This is an optimization exercise on Yosys and OpenROAD, whose aim is small area, not a production implementation. The RTL was checked by simulation tests, not by an equivalence proof against the original design. Power and IR drop assume default switching activity.

==> flow/design.v (excerpt) <==
module ALU_TOP (
  input  wire [15:0] A,
  input  wire [15:0] B,
  input  wire [3:0]  alu_fun,
  input  wire        clk,
  input  wire        rest,
  output wire [15:0] ari_out,
  output wire        carry_out,
  output wire        ari_flag,
  output wire [15:0] log_out,
  output wire        log_flag,
  output wire [15:0] cmp_out,
  output wire        cmp_flag,
  output wire [15:0] shift_out,
  output wire        shift_flag
);
Size in the first run: ~0.0069 sq mm of cells after synthesis.
==> flow/config.mk <==
export PLATFORM = sky130hd
export DESIGN_NAME = ALU_TOP
export DESIGN_NICKNAME = ALU_TOP
export VERILOG_FILES = /design/flow/design.v
export SDC_FILE = /design/flow/constraint.sdc
export NUM_CORES = 4
export LEC_CHECK = 0
export CAP_MARGIN = 5
export CORE_MARGIN = 2
export CORE_UTILIZATION = 60
export SLEW_MARGIN = 5
export SYNTH_HIERARCHICAL = 1
==> flow/constraint.sdc <==
create_clock -name core_clock -period 35.0 [get_ports {clk}]
set_input_delay 7.0000 -clock core_clock [delete_from_list [all_inputs] [get_ports {clk}]]
set_output_delay 7.0000 -clock core_clock [all_outputs]
set_load 0.01 [all_outputs]
standard.sh (not shown) runs the stock make flow with config.mk's settings and CLKGATE_MAP_FILE= SYNTH_SCRIPT=/design/flow/synth_recipe.tcl, a recipe that flattens the netlist after the stock synthesis.
==> flow/flow/run.sh <==
#!/bin/bash
# Standard ORFS layout (standard.sh, with its unchanged synthesis), except:
#  - port buffers use the smallest buffer cell, not the one buffer_ports picks;
#  - the clock tree uses clkbuf_8 cells and no dummy loads (the tree stays
#    balanced by CTS as usual).
set -euo pipefail
bash standard.sh \
  "BUFFER_PORTS_ARGS=-buffer_cell sky130_fd_sc_hd__buf_1" \
  "CTS_ARGS=-sink_clustering_enable -repair_clock_nets -dont_use_dummy_load -buf_list sky130_fd_sc_hd__clkbuf_8" \
  finish > standard_flow.log 2>&1
The baseline completed with no timing, DRC or antenna violations.
Change:
CAP_MARGIN = 20   (was 5)
CORE_UTILIZATION = 40   (was 60)
SLEW_MARGIN = 20   (was 5)
Wire length is higher by about 3.7%. Non-clock buffer count is higher by 5. Die area is higher by about 50%. Design area is higher by about 2%. Clock-buffer cell count is unchanged. Sequential power is higher by about 0.6%. First-iteration DRC count is lower by 33%. Critical path depth is lower by 2. Setup slack improves by 0.25 ns. Synthesized area is unchanged.

========
## run a
ALU_TOP again, from the RTL that the note above started with.
clock: 35.0 ns
lec_check: 0
cap_margin: 20
core_margin: 2
core_utilization: 60
gpl_timing_driven: 0
slew_margin: 20
synth_hierarchical: 1
Scripts as last shown in full above: flow/flow/run.sh
Run a: all stages complete, timing, DRC and antenna checks passed
[inputs] run b vs run a
- a deleted GPL_TIMING_DRIVEN that had been 0
## What came out
Diode insertion count for antenna repair came out exactly the same in run a and run b. Run b -> run a: xor-xnor portion of the synthesized cell area flat. From run a to run b, chip height did not move at all.

========
Starting RTL as in the previous note.
==> flow/config.mk <==
export PLATFORM = sky130hd
export DESIGN_NAME = ALU_TOP
export DESIGN_NICKNAME = ALU_TOP
export VERILOG_FILES = /design/flow/design.v
export SDC_FILE = /design/flow/constraint.sdc
export NUM_CORES = 4
export LEC_CHECK = 0
export CAP_MARGIN = 20
export CORE_MARGIN = 2
export CORE_UTILIZATION = 75
export SLEW_MARGIN = 20
export SYNTH_HIERARCHICAL = 1
==> flow/constraint.sdc <==
create_clock -name core_clock -period 35.0 [get_ports {clk}]
set_input_delay 7.0000 -clock core_clock [delete_from_list [all_inputs] [get_ports {clk}]]
set_output_delay 7.0000 -clock core_clock [all_outputs]
set_load 0.01 [all_outputs]
Scripts as last shown in full above: flow/flow/run.sh
The first run ran to the end with no violations.
Next try:
--- a/flow/flow/run.sh
+++ b/flow/flow/run.sh
@@ -7,4 +7,4 @@
 bash standard.sh \
   "BUFFER_PORTS_ARGS=-buffer_cell sky130_fd_sc_hd__buf_1" \
-  "CTS_ARGS=-sink_clustering_enable -repair_clock_nets -dont_use_dummy_load -buf_list sky130_fd_sc_hd__clkbuf_8" \
+  "CTS_ARGS=-sink_clustering_enable -repair_clock_nets -dont_use_dummy_load -sink_clustering_size 25 -buf_list sky130_fd_sc_hd__clkbuf_8" \
   finish > standard_flow.log 2>&1
CORE_UTILIZATION = 60   (was 75)
=>
- The new run went through all stages and came out clean
- design area barely changes
- wire length is lower slightly
- maximum frequency barely changes
- clock-buffer cell count stays the same

## static timing again, ports no longer ideal
No port has a modelled driver above. Below, the same layouts with a new extraction and two added sets of constraints.
Step 1 assumes that a clkbuf_16 drives the clock port and a buf_2 every other input.
Step 2 moves the port delays by t, midway between the first and last clock arrival at a register: inputs arrive t later, outputs are due t later. That takes back most of the time a late clock gives input paths.
Three values: no drivers, after step 1, after step 2; two values: the first two.
run | t (ns) | setup slack, ns | hold WS [ns] | worst setup path at the end | latest minus earliest clock arrival (ns)
the first run of note 1 | 0.319 | 1.257 / 1.268 / 0.949 | 6.557 / 6.547 / 6.865 | input to register | 0.017 / 0.017
the second run of note 1 | 0.317 | 1.505 / 1.512 / 1.195 | 6.543 / 6.534 / 6.851 | input to register | 0.013 / 0.014
run a | 0.307 | 1.556 / 1.563 / 1.255 | 6.551 / 6.549 / 6.857 | input to register | 0.011 / 0.011
run b | 0.319 | 1.257 / 1.268 / 0.949 | 6.557 / 6.547 / 6.865 | input to register | 0.017 / 0.017
the first run of note 3 | 0.329 | 1.264 / 1.274 / 0.945 | 6.536 / 6.530 / 6.859 | input to register | 0.026 / 0.026
the second run of note 3 | 0.319 | 1.257 / 1.268 / 0.949 | 6.557 / 6.547 / 6.865 | input to register | 0.017 / 0.017
After both steps setup and hold are still met in every run listed. The setup slack of the first run of note 3, which loses most, moves by +0.010 ns with the drivers and by -0.319 ns with both steps.
